Source: an optimization exercise on an open RTL-to-GDS flow (aim: a short achievable clock period and few clock cycles). Production flows keep margins and buffers that such runs may drop. Function was checked by simulation only, so behaviour that the tests miss may differ from the original. No activity file was given, so power comes from the tool's default toggle rates.

==> design.v <==
module LC3Core(
  input         clock,
  input         reset,
  output [15:0] io_mem_raddr,
  input  [15:0] io_mem_rdata,
  output [15:0] io_mem_waddr,
  output [15:0] io_mem_wdata,
  output        io_mem_wen,
  output        io_kb_ready,
  input         io_kb_valid,
  input  [7:0]  io_kb_bits,
  input         io_disp_ready,
  output        io_disp_valid,
  output [7:0]  io_disp_bits,
  output        io_end
);
  localparam [3:0] S_RUN     = 4'd0,   
                   S_SKIP    = 4'd1,   
                   S_LD_BUF  = 4'd2,   
                   S_LD_DATA = 4'd3,   
                   S_LDI_BUF = 4'd4,   
                   S_LDI_PTR = 4'd5,   
                   S_LDI_W   = 4'd6,   
                   S_STI_W   = 4'd7,   
                   S_STI_PTR = 4'd8,   
                   S_TRAP_W  = 4'd9,   
                   S_TRAP_V  = 4'd10;  
  reg  [3:0]  state;
  reg  [15:0] fa;         
  reg  [15:0] fa_prev;    
  reg  [15:0] pc;         
  reg  [15:0] pcn;        
  reg  [15:0] bir;        
  reg         bstale;     
  reg  [2:0]  pend_dst;   
  reg         dev_q;      
  reg  [15:0] dev_val;
  reg  [15:0] ccv;        
  reg         prev_nz;    
  reg         end1, end2;
  reg         hit_q;      
  reg  [15:0] R0, R1, R2, R3, R4, R5, R6, R7;
  reg  [15:0] waddr_q, wdata_q;
  reg         wen_q;
  reg  [15:0] KBSR, KBDR, DDR, DSR;
  reg         disp_v;
  wire [15:0] rdata_eff = dev_q ? dev_val : io_mem_rdata;    
  wire        ld_data   = (state == S_LD_DATA);
  wire        word_stale = hit_q | (wen_q & (waddr_q == fa_prev));
  wire        from_buf = (state == S_LD_DATA);
  wire [15:0] inst     = from_buf ? bir : io_mem_rdata;
  wire        inst_ok  = (state == S_RUN) | (state == S_LD_DATA);
  wire        stale    = from_buf ? bstale : word_stale;
  wire        ex       = inst_ok & ~stale & ~end1;
  wire        refetch  = inst_ok & stale & ~end1;
  wire [3:0]  op = inst[15:12];
  wire [2:0]  iA = inst[8:6];
  wire [2:0]  iB = inst[2:0];
  wire [2:0]  iC = inst[11:9];
  function [15:0] rsel(input [2:0] i, input [15:0] r0, input [15:0] r1, input [15:0] r2,
                       input [15:0] r3, input [15:0] r4, input [15:0] r5, input [15:0] r6,
                       input [15:0] r7);
    case (i)
      3'd0: rsel = r0; 3'd1: rsel = r1; 3'd2: rsel = r2; 3'd3: rsel = r3;
      3'd4: rsel = r4; 3'd5: rsel = r5; 3'd6: rsel = r6; default: rsel = r7;
    endcase
  endfunction
  wire [15:0] rA = (ld_data & (iA == pend_dst)) ? rdata_eff : rsel(iA, R0, R1, R2, R3, R4, R5, R6, R7);
  wire [15:0] rB = (ld_data & (iB == pend_dst)) ? rdata_eff : rsel(iB, R0, R1, R2, R3, R4, R5, R6, R7);
  wire [15:0] rC = (ld_data & (iC == pend_dst)) ? rdata_eff : rsel(iC, R0, R1, R2, R3, R4, R5, R6, R7);
  wire [15:0] off5  = {{11{inst[4]}}, inst[4:0]};
  wire [15:0] off6  = {{10{inst[5]}}, inst[5:0]};
  wire [15:0] off9  = {{7{inst[8]}}, inst[8:0]};
  wire [15:0] pcoff = pcn + off9;
  wire [15:0] boff  = rA + off6;
  wire [15:0] opb   = inst[5] ? off5 : rB;
  wire [15:0] alu   = (op == 4'h1) ? (rA + opb) :
                      (op == 4'h5) ? (rA & opb) : ~rA;
  wire [15:0] ccs = ld_data ? rdata_eff : ccv;
  wire        cN  = ccs[15];
  wire        cZ  = ~|ccs;
  wire        cP  = ~cN & ~cZ;
  wire        taken = (op == 4'h0) & ((inst[11] & cN) | (inst[10] & cZ) | (inst[9] & cP));
  wire is_alu = (op == 4'h1) | (op == 4'h5) | (op == 4'h9);
  wire is_lea = (op == 4'hE);
  wire is_lnk = (op == 4'h4) | (op == 4'hF);
  wire is_ld  = (op == 4'h2) | (op == 4'h6);
  wire is_ldi = (op == 4'hA);
  wire is_st  = (op == 4'h3) | (op == 4'h7);
  wire is_sti = (op == 4'hB);
  wire is_jmp = (op == 4'hC) | (op == 4'h4);
  wire is_trp = (op == 4'hF);
  wire is_end = (inst == 16'h0) & prev_nz;
  wire        wr_ex  = ex & ~is_end & (is_alu | is_lea | is_lnk);
  wire [2:0]  wr_dst = is_lnk ? 3'd7 : iC;
  wire [15:0] wr_val = is_alu ? alu : is_lea ? pcoff : pcn;
  wire        cc_ex  = ex & ~is_end & (is_alu | is_lea);
  reg  [3:0]  state_n;
  reg  [15:0] fa_n;
  always @(*) begin
    state_n = state;
    fa_n    = fa;
    case (state)
      S_SKIP:    begin state_n = S_RUN; fa_n = fa + 16'd1; end
      S_LD_BUF:  begin state_n = S_LD_DATA; fa_n = pcn; end
      S_LDI_BUF: begin state_n = S_LDI_PTR; end
      S_LDI_PTR: begin state_n = S_LDI_W; fa_n = rdata_eff; end
      S_LDI_W:   begin state_n = S_LD_DATA; fa_n = pcn; end
      S_STI_W:   begin state_n = S_STI_PTR; fa_n = pc; end
      S_STI_PTR: begin state_n = S_RUN; fa_n = fa + 16'd1; end
      S_TRAP_W:  begin state_n = S_TRAP_V; end
      S_TRAP_V:  begin state_n = S_SKIP; fa_n = io_mem_rdata; end
      default:   begin state_n = S_RUN; end
    endcase
    if (refetch) begin
      state_n = S_SKIP; fa_n = pc;
    end else if (ex) begin
      state_n = S_RUN; fa_n = fa + 16'd1;
      if (is_end) begin
        state_n = S_RUN;
      end else if (taken) begin
        state_n = S_SKIP; fa_n = pcoff;
      end else if (is_jmp) begin
        state_n = S_SKIP; fa_n = rA;
      end else if (is_ld) begin
        state_n = S_LD_BUF; fa_n = (op == 4'h2) ? pcoff : boff;
      end else if (is_ldi) begin
        state_n = S_LDI_BUF; fa_n = pcoff;
      end else if (is_sti) begin
        state_n = S_STI_W; fa_n = pcoff;
      end else if (is_trp) begin
        state_n = S_TRAP_W; fa_n = {8'h0, inst[7:0]};
      end
    end
  end
  wire seq_adv = ex & ~is_end & ~taken & ~is_jmp & ~is_trp;    
  always @(posedge clock) begin
    if (reset) begin
      state    <= S_SKIP;
      fa       <= 16'h3001;
      fa_prev  <= 16'h3001;
      pc       <= 16'h3001;
      pcn      <= 16'h3002;
      bir      <= 16'h0;
      bstale   <= 1'b0;
      pend_dst <= 3'd0;
      dev_q    <= 1'b0;
      dev_val  <= 16'h0;
      ccv      <= 16'h0;
      prev_nz  <= 1'b0;
      end1     <= 1'b0;
      end2     <= 1'b0;
      hit_q    <= 1'b0;
      wen_q    <= 1'b0;
      waddr_q  <= 16'h0;
      wdata_q  <= 16'h0;
    end else begin
      state   <= state_n;
      fa      <= fa_n;
      fa_prev <= fa;
      hit_q   <= wen_q & (waddr_q == fa);
      if (state == S_SKIP) begin
        pc  <= fa;
        pcn <= fa + 16'd1;
      end else if (seq_adv) begin
        pc  <= pcn;
        pcn <= pcn + 16'd1;
      end
      if (state == S_LD_BUF || state == S_LDI_BUF) begin
        bir    <= io_mem_rdata;
        bstale <= word_stale;
      end
      if (ex & (is_ld | is_ldi)) pend_dst <= iC;
      dev_q   <= (fa == 16'hFE00) | (fa == 16'hFE02) | (fa == 16'hFE04);
      dev_val <= (fa == 16'hFE00) ? KBSR : (fa == 16'hFE02) ? KBDR : DSR;
      if (cc_ex) ccv <= wr_val;
      else if (ld_data) ccv <= rdata_eff;
      if (ex) prev_nz <= (inst != 16'h0);
      if (ex & is_end) end1 <= 1'b1;
      end2 <= end1;
      wen_q <= 1'b0;
      if (ex & is_st) begin
        wen_q   <= 1'b1;
        waddr_q <= (op == 4'h3) ? pcoff : boff;
        wdata_q <= rC;
      end else if (ex & is_sti) begin
        wdata_q <= rC;
      end else if (state == S_STI_PTR) begin
        wen_q   <= 1'b1;
        waddr_q <= rdata_eff;
      end
    end
  end
  wire ld_w = ld_data;
  always @(posedge clock) begin
    if (reset) begin
      R0 <= 16'h0; R1 <= 16'h0; R2 <= 16'h0; R3 <= 16'h0;
      R4 <= 16'h0; R5 <= 16'h0; R6 <= 16'h0; R7 <= 16'h0;
    end else begin
      if (wr_ex & (wr_dst == 3'd0)) R0 <= wr_val; else if (ld_w & (pend_dst == 3'd0)) R0 <= rdata_eff;
      if (wr_ex & (wr_dst == 3'd1)) R1 <= wr_val; else if (ld_w & (pend_dst == 3'd1)) R1 <= rdata_eff;
      if (wr_ex & (wr_dst == 3'd2)) R2 <= wr_val; else if (ld_w & (pend_dst == 3'd2)) R2 <= rdata_eff;
      if (wr_ex & (wr_dst == 3'd3)) R3 <= wr_val; else if (ld_w & (pend_dst == 3'd3)) R3 <= rdata_eff;
      if (wr_ex & (wr_dst == 3'd4)) R4 <= wr_val; else if (ld_w & (pend_dst == 3'd4)) R4 <= rdata_eff;
      if (wr_ex & (wr_dst == 3'd5)) R5 <= wr_val; else if (ld_w & (pend_dst == 3'd5)) R5 <= rdata_eff;
      if (wr_ex & (wr_dst == 3'd6)) R6 <= wr_val; else if (ld_w & (pend_dst == 3'd6)) R6 <= rdata_eff;
      if (wr_ex & (wr_dst == 3'd7)) R7 <= wr_val; else if (ld_w & (pend_dst == 3'd7)) R7 <= rdata_eff;
    end
  end
  wire kb_fire = io_kb_valid & ~KBSR[15];
  always @(posedge clock) begin
    if (reset) begin
      KBSR   <= 16'h0;
      KBDR   <= 16'h0;
      DDR    <= 16'h0;
      DSR    <= 16'h0;
      disp_v <= 1'b0;
    end else begin
      if (kb_fire) KBDR <= {8'h0, io_kb_bits};
      if (wen_q & (waddr_q == 16'hFE00)) KBSR <= wdata_q;
      else if (kb_fire) KBSR <= 16'h8000;
      if (wen_q & (waddr_q == 16'hFE06)) DDR <= wdata_q;
      disp_v <= wen_q & (waddr_q == 16'hFE06);
      DSR <= {io_disp_ready, 15'h0};
    end
  end
  assign io_mem_raddr  = fa;
  assign io_mem_waddr  = waddr_q;
  assign io_mem_wdata  = wdata_q;
  assign io_mem_wen    = wen_q;
  assign io_kb_ready   = ~KBSR[15];
  assign io_disp_valid = disp_v;
  assign io_disp_bits  = DDR[7:0];
  assign io_end        = end2;
endmodule
==> run.sh <==
#!/bin/bash
# synth_recipe.tcl (not shown) runs the flow's synth.tcl, then flattens the netlist and writes it again
# the make line also repeats each setting of config.mk as NAME=value (left out here)
make -C /OpenROAD-flow-scripts/flow DESIGN_CONFIG=/design/flow/config.mk WORK_HOME=/design/flow/orfs CLKGATE_MAP_FILE= SYNTH_SCRIPT=/design/flow/synth_recipe.tcl finish
==> config.mk <==
export PLATFORM = sky130hd
export DESIGN_NAME = LC3Core
export DESIGN_NICKNAME = LC3Core
export VERILOG_FILES = /design/flow/design.v
export SDC_FILE = /design/flow/constraint.sdc
export NUM_CORES = 4
export LEC_CHECK = 0
export CAP_MARGIN = 20
export CORE_MARGIN = 2
export CORE_UTILIZATION = 40
export SLEW_MARGIN = 20
==> constraint.sdc <==
create_clock -name core_clock -period 10.0 [get_ports {clock}]
set_input_delay 2.0000 -clock core_clock [delete_from_list [all_inputs] [get_ports {clock}]]
set_output_delay 2.0000 -clock core_clock [all_outputs]
set_load 0.01 [all_outputs]
==> flow_metrics.py <==
metrics = {
    "floorplanning": {
        "die_x_um": 241.1,
        "num_io_pins": 88,
        "die_y_um": 241.1,
        "core_area_um2": 55310,
        "num_rows": 86,
        "die_area_um2": 58150,
        "initial_core_util": 0.4067,
    },
    "synth": {
        "seq_area_frac_synth": 0.2848,
        "synth_common_cells": "nand2_1, dfxtp_1, nor2_1",
        "async_reset_ff_frac": 0,
        "synthCells": 3014,
        "synth_ff_type": "dfxtp_1",
        "ys_types": 98,
        "ys_warn_count": 1,
        "synth.most_common_cell": "nand2_1",
        "synth_top_area_frac": 0.2848,
        "synthesis.nets": 3086,
        "syn_area_um2": 22490,
        "synthTopCellsByArea": "dfxtp_1, nand2_1, a21oi_1",
        "yosysTopAreaCell": "dfxtp_1",
        "synth-edff-count": 0,
        "ys_seq_elements": 320,
        "synth.avg_cell_area_um2": 7.463,
    },
    "grt": {
        "grt_antenna_before_repair": 6,
        "grt_usage": 0.4155,
        "grt_pass1_wl_mm": 174.0,
        "first_global_vias": 23808,
        "overflow": 0,
        "grt_max_degree": 70,
    },
    "detailed_routing": {
        "avgViaCountPerCell": 6.832,
        "drt_iter0_drc": 3358,
        "first_pass_iters": 8,
        "wl_per_cell_um": 32.75,
        "remaining_drc_errors": 0,
        "vias": 25744,
        "ant_nets": 0,
        "wirelength_mm": 123.4,
    },
    "job": {
        "cap_viol_max_count": 0,
    },
    "clock_tree": {
        "cts_resized": 0,
        "clk_root_buffer_cell": "clkbuf_16",
        "cts_max_level": 2,
        "numClockSinks": 320,
        "cts_hold_buf": 0,
        "numCtsBuffers": 40,
        "cts_tree": "built",
        "clock_latency_ns": 0.61,
        "cts_setup_buffers": 0,
        "cts_buffer_depth": 3,
        "clkTransAtPathRegs_ns": 0.06,
    },
    "power_and_ir_drop": {
        "netSwitchingPower_mw": 3.987,
        "p_comb_frac": 0.548,
        "p_leak_nw": 9.015,
        "ir_drop_v": 0.0001594,
        "p_int_mw": 3.882,
        "clock_power_share": 0.209,
        "total_power_mw": 7.869,
        "pwr_density_cell_nw_per_um2": 307.3,
        "seqPwrFrac": 0.242,
        "switching_share": 0.5067,
    },
    "timing": {
        "period_needed_ns": 7.935,
        "clock.fmax_ghz": 0.1260,
        "tightest_slew_ns": 1.253,
        "clock_skew_ns": 0.05297,
        "setup_viol": 0,
        "worst_hold_slack_ns": 0.4507,
        "min_period_over_period": 0.7935,
        "slew_headroom": 0.1619,
        "drv_slew": 0,
        "tns_ns": 0,
        "rsz0062_at_grt": "false",
        "report.final.hold_viol_count": 0,
    },
    "worst_setup_path": {
        "crit_type": "input pin to register",
        "cpPeakStageDelay_ns": 0.88,
        "crit_arrival_ns": 8.38,
        "worstSetupEndpointType": "register",
        "crit_required_ns": 10.45,
        "worstPathCellList": "clkdlybuf4s50_1 > mux2i_2 > buf_4 > nand2_1 > o21ai_0 > nor2_1 > o22ai_1 > ha_1 > o21ai_0 > o21bai_1 > or3_1 > a211o_1 > a31oi_1 > o21ai_0 > xor2_1 > a221oi_4 > o22ai_1",
        "r2r_slack_ns": 2.12,
        "crit_top_cell": "o21ai_0",
        "cp-start-kind": "input pin",
        "rr_endpoint": "R7[15]",
        "cp_max_fo": 13,
        "crit_slowest_cell": "mux2i_2",
        "cpLargestDelayFamily": "compound AO/OA/AOI/OAI gates",
        "reg2regPathDepth": 18,
        "timing.critical_path.buf_inv": 2,
        "r2r-start": "state[1]",
    },
    "worst_hold_path": {
        "hold_depth": 1,
        "hold_path_class": "register to register",
        "min_from": "KBSR[10]",
        "min_to": "dev_val[10]",
    },
    "cells_and_area": {
        "nNetsFinal": 3057,
        "drive_gt1_frac": 0.09317,
        "fillers": 5581,
        "seqCellArea_um2": 6406,
        "multi_input_area_um2": 15050,
        "area_delta_synth_final_pct": 13.83,
    },
    "run_status": {
        "status": "finished clean",
    },
    "place": {
        "dp_hpwl_mm": 88.35,
        "port_buffers": 87,
        "gp_congestion": 1.054,
    },
}
## placed cells by master (no fill, tap or decap), types with 19 or more instances in the layout
master and instances:
nand2_1 391, dfxtp_1 320, nor2_1 293, a21oi_1 284, o21ai_0 238, o22ai_1 108, mux2i_1 106, buf_4 101
o211ai_1 92, clkdlybuf4s50_1 86, xnor2_1 75, nand3_1 67, a211oi_1 53, nor3_1 50, xor2_1 41, ha_1 41
clkbuf_16 40, a221oi_1 37, nand4_1 37, nor2b_1 27, inv_1 24, a31oi_1 24, or3_1 24, a22oi_1 23
and3_1 22, a222oi_1 21, mux2_2 20, o21ai_1 19
## stage by stage
step | std cells | util | setup WS [ns] | instance area, um2
after global routing | 3764 | 0.4628 | 1.934 | 25590
after floorplan | 3014 | - | 4.083 | 22490
after CTS | 3763 | 0.4625 | 2.360 | 25580
final | 3768 | 0.4629 | 2.065 | 25600
after global placement | 3690 | 0.4358 | 1.818 | 24100
after detailed placement | 3690 | 0.4360 | 1.784 | 24110
## registers in the layout, summed over array words and instances, names as in the netlist, 3 cells and up
| name | count |
|---|---|
| R6 | 16 |
| wdata_q | 16 |
| KBSR | 16 |
| pcn | 16 |
| R2 | 16 |
| waddr_q | 16 |
| R3 | 16 |
| DDR | 8 |
| pc | 16 |
| R7 | 16 |
| R5 | 16 |
| pend_dst | 3 |
| ccv | 16 |
| dev_val | 16 |
| fa_prev | 16 |
| R1 | 16 |
| state | 4 |
| fa | 16 |
| R0 | 16 |
| bir | 16 |
| KBDR | 8 |
| R4 | 16 |
## cell families after synthesis
group                    after synthesis  synth area share
XOR/XNOR                             117           0.04617
flip-flops                           320            0.2848
multiplexers                         153           0.07242
buffers and inverters                286           0.05451
adder cells (fa/ha/maj)               46           0.02637
AO/OA/AOI/OAI                       1061            0.3048
AND/OR/NAND/NOR                     1031            0.2110
## power by group through the flow
stage	clock, mW	sequential, mW	combinational, mW
after CTS	1.65	1.89	4.16
after global placement	0	1.91	4.12
after detailed placement	0	1.91	4.14
after floorplan	0	1.69	2.71
final	1.65	1.91	4.31
after global routing	1.71	1.92	4.51
## worst register-to-register path, delay by kind of cell, from the launching register on
family                     cells  cell delay, ns
AOI/OAI and AO/OA              9            3.03
DFF                            1            0.75
xor gates and xnor gates       1            0.20
adders and majority gates      1            0.37
muxes                          1            0.83
buffers and inverters          2            1.05
and+or+nand+nor                4            1.51
## worst max path at each step
stage	from	to	slack, ns	cells past startpoint
final	io_mem_rdata[8]	R7[15]	2.07	17
after CTS	io_mem_rdata[8]	fa[14]	2.36	18
after global placement	io_mem_rdata[8]	fa[14]	1.82	18
after detailed placement	io_mem_rdata[8]	R3[14]	1.78	19
after global routing	state[1]	R3[14]	1.93	20
after floorplan	io_mem_rdata[0]	R7[15]	4.08	19
## final cells by class
cell class,count,area share
clock buffer,53,0.04334
multi-input combinational,2408,0.5879
clock inverter,20,0.01398
timing repair buffer,188,0.06367
tap,748,0.03655
antenna,4,0.0003909
sequential,320,0.2502
inverter,27,0.003958
## routing by layer
layer | track usage | wire length, um
met5 | 0 | 13
met4 | 0.2690 | 9006
met3 | 0.09814 | 13370
met2 | 0.6233 | 52770
met1 | 0.5330 | 48240
Testbench counts, summed over its fixed seeds: cycles 45,382.

-- afterwards: timing with drivers on the ports --
The results above use ideal ports. As a check the final layout listed here was re-extracted and re-timed, cells and wires unchanged. Step 1: set_driving_cell puts a clkbuf_16 on clock and a buf_2 on each other input, an assumption about the parent block. Step 2 adds t to the input delays and takes it off the output delays; t is the mean of the earliest and latest rising clock arrival at the registers after step 1. Input paths then give back, and output paths get back, about the clock's delay inside the block. Slacks: ideal ports / drivers / drivers and shift; pairs: ideal ports / drivers.
t (ns): 0.641
setup slack, ns: 2.065 / 2.099 / 1.458
hold WS [ns]: 0.451 / 0.451 / 0.451
worst register clock-pin slew, ns: 0.07 / 0.07
cell pins on the clock port's net: 1
After both steps setup and hold are still met in this run. For this run, drivers alone change the setup slack by +0.034 ns; drivers and shift together by -0.607 ns.
